This design comes from an exercise in tuning for small area on the open sky130 flow, not from production work. In this exercise RTL edits were held to simulation tests only and were not proved equivalent to the original. No activity file was given, so power comes from the tool's default toggle rates.

File: run.sh
#!/bin/bash
# synth_recipe.tcl (not shown) runs the flow's synth.tcl, then flattens the netlist and writes it again
# the make line also repeats each setting of config.mk as NAME=value (left out here)
make -C /OpenROAD-flow-scripts/flow DESIGN_CONFIG=/design/flow/config.mk WORK_HOME=/design/flow/orfs CLKGATE_MAP_FILE= SYNTH_SCRIPT=/design/flow/synth_recipe.tcl finish
File: config.mk
export PLATFORM = sky130hd
export DESIGN_NAME = main_fpga
export DESIGN_NICKNAME = main_fpga
export VERILOG_FILES = /design/flow/design.v
export SDC_FILE = /design/flow/constraint.sdc
export NUM_CORES = 4
export LEC_CHECK = 0
export CAP_MARGIN = 20
export CORE_MARGIN = 2
export CORE_UTILIZATION = 40
export SLEW_MARGIN = 20
File: constraint.sdc
create_clock -name core_clock -period 10.0 [get_ports {clk}]
set_input_delay 2.0000 -clock core_clock [delete_from_list [all_inputs] [get_ports {clk}]]
set_output_delay 2.0000 -clock core_clock [all_outputs]
set_load 0.01 [all_outputs]
File: design.v
`timescale 1ns / 1ps
module main_fpga (
    input clk,
    input rst,
    input btnCenter,
    input btnTop,
    input btnBottom,
    input btnLeft,
    input btnRight,
    input [15:0] sw,
    output [3:0] ssSel,
    output [7:0] ssDisp,
    output [15:0] led
);
    parameter arg0_str = 16'b0000110010111010;
    parameter arg1_str = 16'b0001110010111010;
    parameter op_str = 16'b1110000111010101;
    parameter res_str = 16'b1110010111011011;
    parameter TURN_CYCLES = 2000;
    reg [31:0] counter;
    reg [15:0] gbuf;
    reg [1:0] state;
    reg blinker;
    reg reset;
    reg player_win_temp;
    reg game_over_temp;
    reg [1:0] player_in;
    wire [1:0] comp_in_temp;
    reg [1:0] comp_in;
    wire game_over;
    wire player_win;
    reg [5:0] total;   
    assign led = 16'b0000100110011001;
    led_renderer renderer (
        .graphics(gbuf),
        .clk(clk),
        .rst(rst),
        .segSel(ssSel),
        .seg(ssDisp)
    );
    RandomNumberGenerator random_num (
                .clk(clk),
                .reset(reset),
                .random_number(comp_in_temp)
     );
    always @(posedge clk) begin
        if (rst) begin
        reset <= 1;
        player_in = 0;
        comp_in =0;
        player_win_temp = 0;
        game_over_temp = 0;
        total = 0;
        counter = 0;
        gbuf[3:0]   <= 4'b1111;
        gbuf[7:4]   <= 4'b1111;
        gbuf[11:8]  <= (total / 10);
        gbuf[15:12] <= (total % 10);
        state = 0;
        blinker = 0;
        end else
        if (reset) begin
            counter = 0;
            blinker = 0;
            state = 0;
            reset <= 0;
            total=0;
            player_in =0;
            comp_in =0;
            player_win_temp =0;
            game_over_temp =0;
        end else begin
            counter = counter + 1;
            blinker = counter[24];
            if ((state == 0) && btnCenter&&(!game_over_temp)) begin
                player_in = 2;
                total = total + player_in;   
                state = 1;
                if(total>=31) begin
                player_win_temp = 0;
                game_over_temp = 1;
                end
                counter = 0; 
            end else if ((state == 0) && btnLeft&&(!game_over_temp)) begin
                player_in = 1;
                total = total + player_in;   
                state = 1;
                if(total>=31) begin
                player_win_temp = 0;
                game_over_temp = 1;
                end
                counter = 0; 
            end else if ((state == 0) && btnRight&&(!game_over_temp)) begin
                player_in = 3;
                total = total + player_in;   
                state = 1;
                if(total>=31) begin
                player_win_temp = 0;
                game_over_temp = 1;
                end
                counter = 0; 
            end
            if (state == 1 && counter >= TURN_CYCLES &&(!game_over_temp)) begin
                total = total + comp_in_temp;
                if(total>=31) begin
                player_win_temp = 1;
                game_over_temp = 1;
                end
                state =  0;
                counter = 0;   
            end
            if (game_over_temp && player_win_temp) begin
                gbuf[3:0]   <= 4'b1011; 
                gbuf[7:4]   <= 4'b1100; 
                gbuf[11:8]  <= 1; 
                gbuf[15:12] <= 4'b1110; 
                if(counter>= TURN_CYCLES)begin
                reset <= 1;
                end
            end
            else if(game_over_temp && !player_win_temp) begin
                gbuf[3:0]   <= 4'b1010; 
                gbuf[7:4]   <= 0; 
                gbuf[11:8]  <= 5; 
                gbuf[15:12] <= 4'b1101; 
                if(counter>= TURN_CYCLES)begin
                reset <= 1;
                end
            end
            else begin
                gbuf[3:0]   <= 4'b1111;
                gbuf[7:4]   <= 4'b1111;
                gbuf[11:8]  <= (total / 10);
                gbuf[15:12] <= (total % 10);
            end
        end
    end
endmodule
module led_renderer (
    input [15:0] graphics,
    input clk,
    input rst,
    output reg [3:0] segSel,
    output reg [7:0] seg
);
  parameter REFRESH_CYCLES = 100;
  integer counter;
  wire [7:0] res0, res1, res2, res3;
  bcd_to_7seg pos0 (
      .bcd(graphics[3:0]),
      .seg(res0)
  );
  bcd_to_7seg pos1 (
      .bcd(graphics[7:4]),
      .seg(res1)
  );
  bcd_to_7seg pos2 (
      .bcd(graphics[11:8]),
      .seg(res2)
  );
  bcd_to_7seg pos3 (
      .bcd(graphics[15:12]),
      .seg(res3)
  );
  always @(posedge clk) begin
    if (rst) begin
    counter <= 0;
    segSel <= 14;
    seg <= 8'b11111111;
    end else begin
    counter <= counter + 1;
    if (counter == REFRESH_CYCLES) begin
      counter <= 0;
      case (segSel)
        14: begin
          segSel <= 13;
          seg <= res1;
        end
        13: begin
          segSel <= 11;
          seg <= res2;
        end
        11: begin
          segSel <= 7;
          seg <= res3;
        end
        7: begin
          segSel <= 14;
          seg <= res0;
        end
      endcase
    end
    end
  end
endmodule
module bcd_to_7seg (
    input [3:0] bcd,
    output reg [7:0] seg
);
  always @(*) begin
    case (bcd)
      4'b0000: seg = 8'b11000000;   
      4'b0001: seg = 8'b11111001;   
      4'b0010: seg = 8'b10100100;   
      4'b0011: seg = 8'b10110000;   
      4'b0100: seg = 8'b10011001;   
      4'b0101: seg = 8'b10010010;   
      4'b0110: seg = 8'b10000010;   
      4'b0111: seg = 8'b11111000;   
      4'b1000: seg = 8'b10000000;   
      4'b1001: seg = 8'b10010000;   
      4'b1010: seg = 8'b11000111;   
      4'b1011: seg = 8'b11000011;   
      4'b1100: seg = 8'b11100001;   
      4'b1101: seg = 8'b10000110;   
      4'b1110: seg = 8'b11001000;   
      4'b1111: seg = 8'b11111111;   
      default: seg = 8'b11111111;
    endcase
  end
endmodule
module RandomNumberGenerator (
  input clk,
  input reset,
  output reg [1:0] random_number
);
  reg [1:0] lfsr;
  always @(posedge clk) begin
    if (reset) begin
      lfsr <= 2'b11;
      random_number <= 0;
    end else begin
      if (lfsr == 2'b00) begin
        lfsr <= 2'b11;
        random_number <= 2'b11;
      end else begin
        lfsr <= {lfsr[0], lfsr[1] ^ lfsr[0]};
        random_number <= {lfsr[0], lfsr[1] ^ lfsr[0]};
      end
    end
  end
endmodule
==> summary.txt <==
Status
  – Run status: complete, no violations

Clock tree
  – CTS tree: built
  – CTS root buf: clkbuf_16
  – Post-CTS Setup Bufs: 0
  – Worst-Skew Late Latency: 420 ps
  – H-tree depth: 4
  – TritonCTS Buffers: 17
  – CTS max path bufs: 2
  – Num Clock Sinks: 122
  – CTS Hold Bufs: 0
  – Post-CTS sizing: 0
  – Reg clk slew, reported paths: 60 ps

Worst setup path
  – Most Frequent Cell on Critical Path: ha_1
  – Setup CP Type: input port to flip-flop
  – Slowest cell on the critical path: clkdlybuf4s50_1
  – R2R Setup Slk: 3600 ps
  – WP depth: 21
  – Worst R2R Start: counter[6]
  – Critical path launch point type: input port
  – R2r endpoint: renderer.res3[0]
  – Crit path capture: renderer.res3[0]
  – Worst setup EP type: flip-flop
  – Critical Path, Cell by Cell: clkdlybuf4s50_1, nor2_1, a31oi_1, o31ai_1, inv_1, ha_1, a21o_1, nand2_2, a211oi_1, o211ai_1, and2_1, ha_1, and2b_2, a311o_1, o211ai_1, a21boi_0, ha_1, nand2_1, o41ai_1, a31oi_2, mux4_2
  – Req. time, crit path: 10300 ps
  – CP delay by family, top: compound AO/OA/AOI/OAI gates
  – Largest stage delay, worst path: 720 ps
  – FF-to-FF path depth: 18
  – Origin of the worst setup path: btnCenter
  – WP data arrival: 8070 ps
  – WP buf/inv: 2
  – CP max FO: 18

Cells and area
  – Layout area overhead: 10.3%
  – Design area: 8020 sq um
  – Fill cells: 1775
  – Ant. Diodes: 0
  – Core Util, Final: 44.8%
  – Nets@finish: 894
  – Layout cells sized above 1: 10.2%

Floorplan
  – Die X-Extent: 139 um
  – Core Area: 17900 sq um
  – Initial Util: 40.6%
  – Die ar.: 19300 sq um
  – FP Rows: 49
  – Die Y: 139 um
  – Number of I/O pins: 51

Placed design
  – GPL Wtd Cong: 0.828
  – Port-buffer cells: 15
  – HPWL after detailed placement: 10800 um
  – Dpl cell area: 7410 sq um
  – Setup WS pre-CTS: 1820 ps

Synthesis
  – Seq/Total Area, Yosys: 33.6%
  – Syn_area_per_cell: 8.52 sq um
  – Dominant synthesized flop cell: dfxtp_1
  – Number of enable flip-flop cells after synthesis: 0
  – Yosys warnings: 4
  – Commonest cells in the netlist: dfxtp_1, nor2_1, nand2_1
  – Synth top area cells: dfxtp_1, ha_1, nor2_1
  – Synthesized area: 7270 sq um
  – Top-area cell type share of the netlist area: 33.6%
  – Post-synth ARST share: 0%
  – Post-Synthesis Cells: 853
  – Synth Register Bits: 122
  – Cell taking the most area after synthesis: dfxtp_1
  – Count leader, synth: dfxtp_1
  – Synth cell types: 92

Global routing
  – GR Util All Layers: 16.2%
  – First-pass GRT wire length: 26000 um
  – Total congestion overflow: 0
  – Vias in the first global route: 5242
  – Largest net degree at the start of global routing: 33
  – Initial antenna violation count: 0

STA
  – Final worst path period share: 77.8%
  – RSZ-0062 raised after global routing: no
  – Hold Vio Cnt, Final: 0
  – Worst Setup Slack, final: 2220 ps
  – Clock Skew: 8.60 ps
  – Pins over their slew limit: 0
  – Slew headroom: 31.2%
  – Final setup vio count: 0
  – Fmax: 129 MHz
  – Final period demand of the worst path: 7780 ps
  – Measured slew at the worst slew-check pin: 1020 ps
  – Fin Setup TNS: 0 ps

Detailed routing
  – Highest routed layer: met4
  – Routed wire per std cell: 14.0 um
  – Vias per std cell: 5.30
  – DRC Markers: 0
  – Number of nets with antenna violations after routing: 0
  – Detail Route met3 WL: 368 um
  – Pre-Repair DR Iteration Count: 5
  – Met2 WL: 6870 um
  – WL final: 15200 um
  – DRT met1 WL: 7730 um
  – Via Count: 5735
  – DR iter-0 viols: 335

Pwr
  – Peak VDD IR: 0.127 mV
  – Overall Power: 0.00126 W
  – PwrDens: 157 nW/um^2
  – Leak: 2.96 nW

Min path
  – Min-Delay Path Class: flip-flop to flip-flop

Job
  – Maxcap violations: 0
==> cells in the final DEF, fill, tap and decap left out, types with 5 or more instances in the layout <==
master | netlist | routed
clkdlybuf4s50_1 | 0 | 15
dfxtp_1 | 122 | 122
o211ai_1 | 8 | 8
clkbuf_16 | 0 | 17
a21o_1 | 5 | 5
a31oi_1 | 9 | 9
or3_1 | 8 | 8
mux2_2 | 8 | 8
xor2_1 | 36 | 36
nand4_1 | 21 | 21
and3_1 | 10 | 10
nand2_1 | 60 | 60
o31ai_1 | 7 | 7
nor3_1 | 24 | 24
xnor2_1 | 30 | 30
and4_1 | 12 | 12
inv_1 | 40 | 40
a21oi_1 | 33 | 33
buf_4 | 23 | 5
conb_1 | 2 | 17
and2_1 | 9 | 9
nor4_1 | 15 | 15
nor2b_1 | 11 | 11
o21ai_0 | 27 | 27
nor2_1 | 90 | 90
mux2i_1 | 15 | 15
ha_1 | 29 | 29
a211o_1 | 6 | 6
o21ba_2 | 5 | 5
nand3_1 | 34 | 34
==> state kept, by name (all words and copies together), names as in the netlist <==
register and flops:
counter 32, game_over_temp 1, gbuf 9, player_win_temp 1, random_num.lfsr 2, random_num.random_number 2
renderer.counter 32, renderer.res0 4, renderer.res1 5, renderer.res2 7, renderer.res3 7, renderer.seg 7
renderer.segSel 4, reset 1, state 2, total 6
==> where the power goes <==
part	total [W]	internal [W]	switching, W	leakage [nW]
Sequential	0.000517	0.000505	0.0000122	0.993
Combinational	0.000110	0.0000428	0.0000669	1.67
Clock	0.000635	0.000399	0.000236	0.297
Total	0.00126	0.000947	0.000315	2.96
==> metal layers <==
layer	global-route usage, %	vias up
li1	-	2992
met4	5.90	0
met2	24.9	64
met3	3.31	13
met1	22.6	2666
met5	0	-
==> worst register-to-register path: stages, from the launching register on <==
cell	delay [ps]
dfxtp_1	500
and4_1	490
nand4_4	180
or4b_1	480
a211oi_1	460
nor4b_4	440
nand4_4	230
a31oi_1	360
nor2_1	130
ha_1	290
and2b_2	220
a311o_1	340
o211ai_1	100
a21boi_0	370
ha_1	300
nand2_1	60
o41ai_1	80
a31oi_2	660
mux4_2	580
==> area by class of cell <==
cell class / instances / area (sq um) / area share (%)
well taps: 229 / 287 / 3.57
clock buffers: 18 / 439 / 5.48
flip-flops and latches: 122 / 2440 / 30.5
multi-input cells: 640 / 4340 / 54.2
repair buffers: 20 / 188 / 2.34
clock inverters: 14 / 169 / 2.11
inverters: 40 / 150 / 1.87
==> how the worst min path moves through the flow <==
stage	from	cells past startpoint	slack [ps]	end
global route	random_num.lfsr[0]	1	450	random_num.lfsr[0]
detailed placement	random_num.lfsr[0]	1	410	random_num.lfsr[0]
floorplan	random_num.lfsr[0]	1	400	random_num.lfsr[0]
CTS	random_num.lfsr[0]	1	430	random_num.lfsr[0]
finish	random_num.lfsr[0]	1	420	random_num.lfsr[0]
global placement	random_num.lfsr[0]	1	410	random_num.lfsr[0]
==> cell families after synthesis <==
logic type / share of synthesized area [%]
AND/OR/NAND/NOR: 25.6
XOR/XNOR: 7.95
other: 0.103
AO/OA/AOI/OAI: 16.4
buffers and inverters: 7.43
flip-flops: 33.6
adder cells (fa/ha/maj): 5.27
multiplexers: 3.61
==> stage by stage <==
stage,hold WS [ps],cells
floorplan,396,868
global placement,415,1051
detailed placement,414,1051
CTS,429,1083
global route,452,1083
finish,424,1083

-- port drivers added, routing unchanged --
In the flow no input, the clock included, has a driving cell. The finished layout below was timed again as built, in two steps. Step 1 sets driving cells, clkbuf_16 on the clock port and buf_2 on the other inputs (assumed; they add their load-dependent delay and slew). Step 2 also shifts input and output timing later by t, the mid clock arrival at the registers, as if the neighbouring blocks saw the same clock. Slacks: ideal / step 1 / step 2; pairs: ideal / step 1.
t (ns): 0.459
slack for setup (ns): 2.222 / 2.233 / 1.774
worst setup path after step 2: input to register
clock arrival spread, ns: 0.009 / 0.009
slew at the worst register clock pin (ns): 0.06 / 0.06
After both steps setup and hold are still met in this run. The setup slack of this run moves by +0.011 ns with the drivers and by -0.448 ns with both steps.
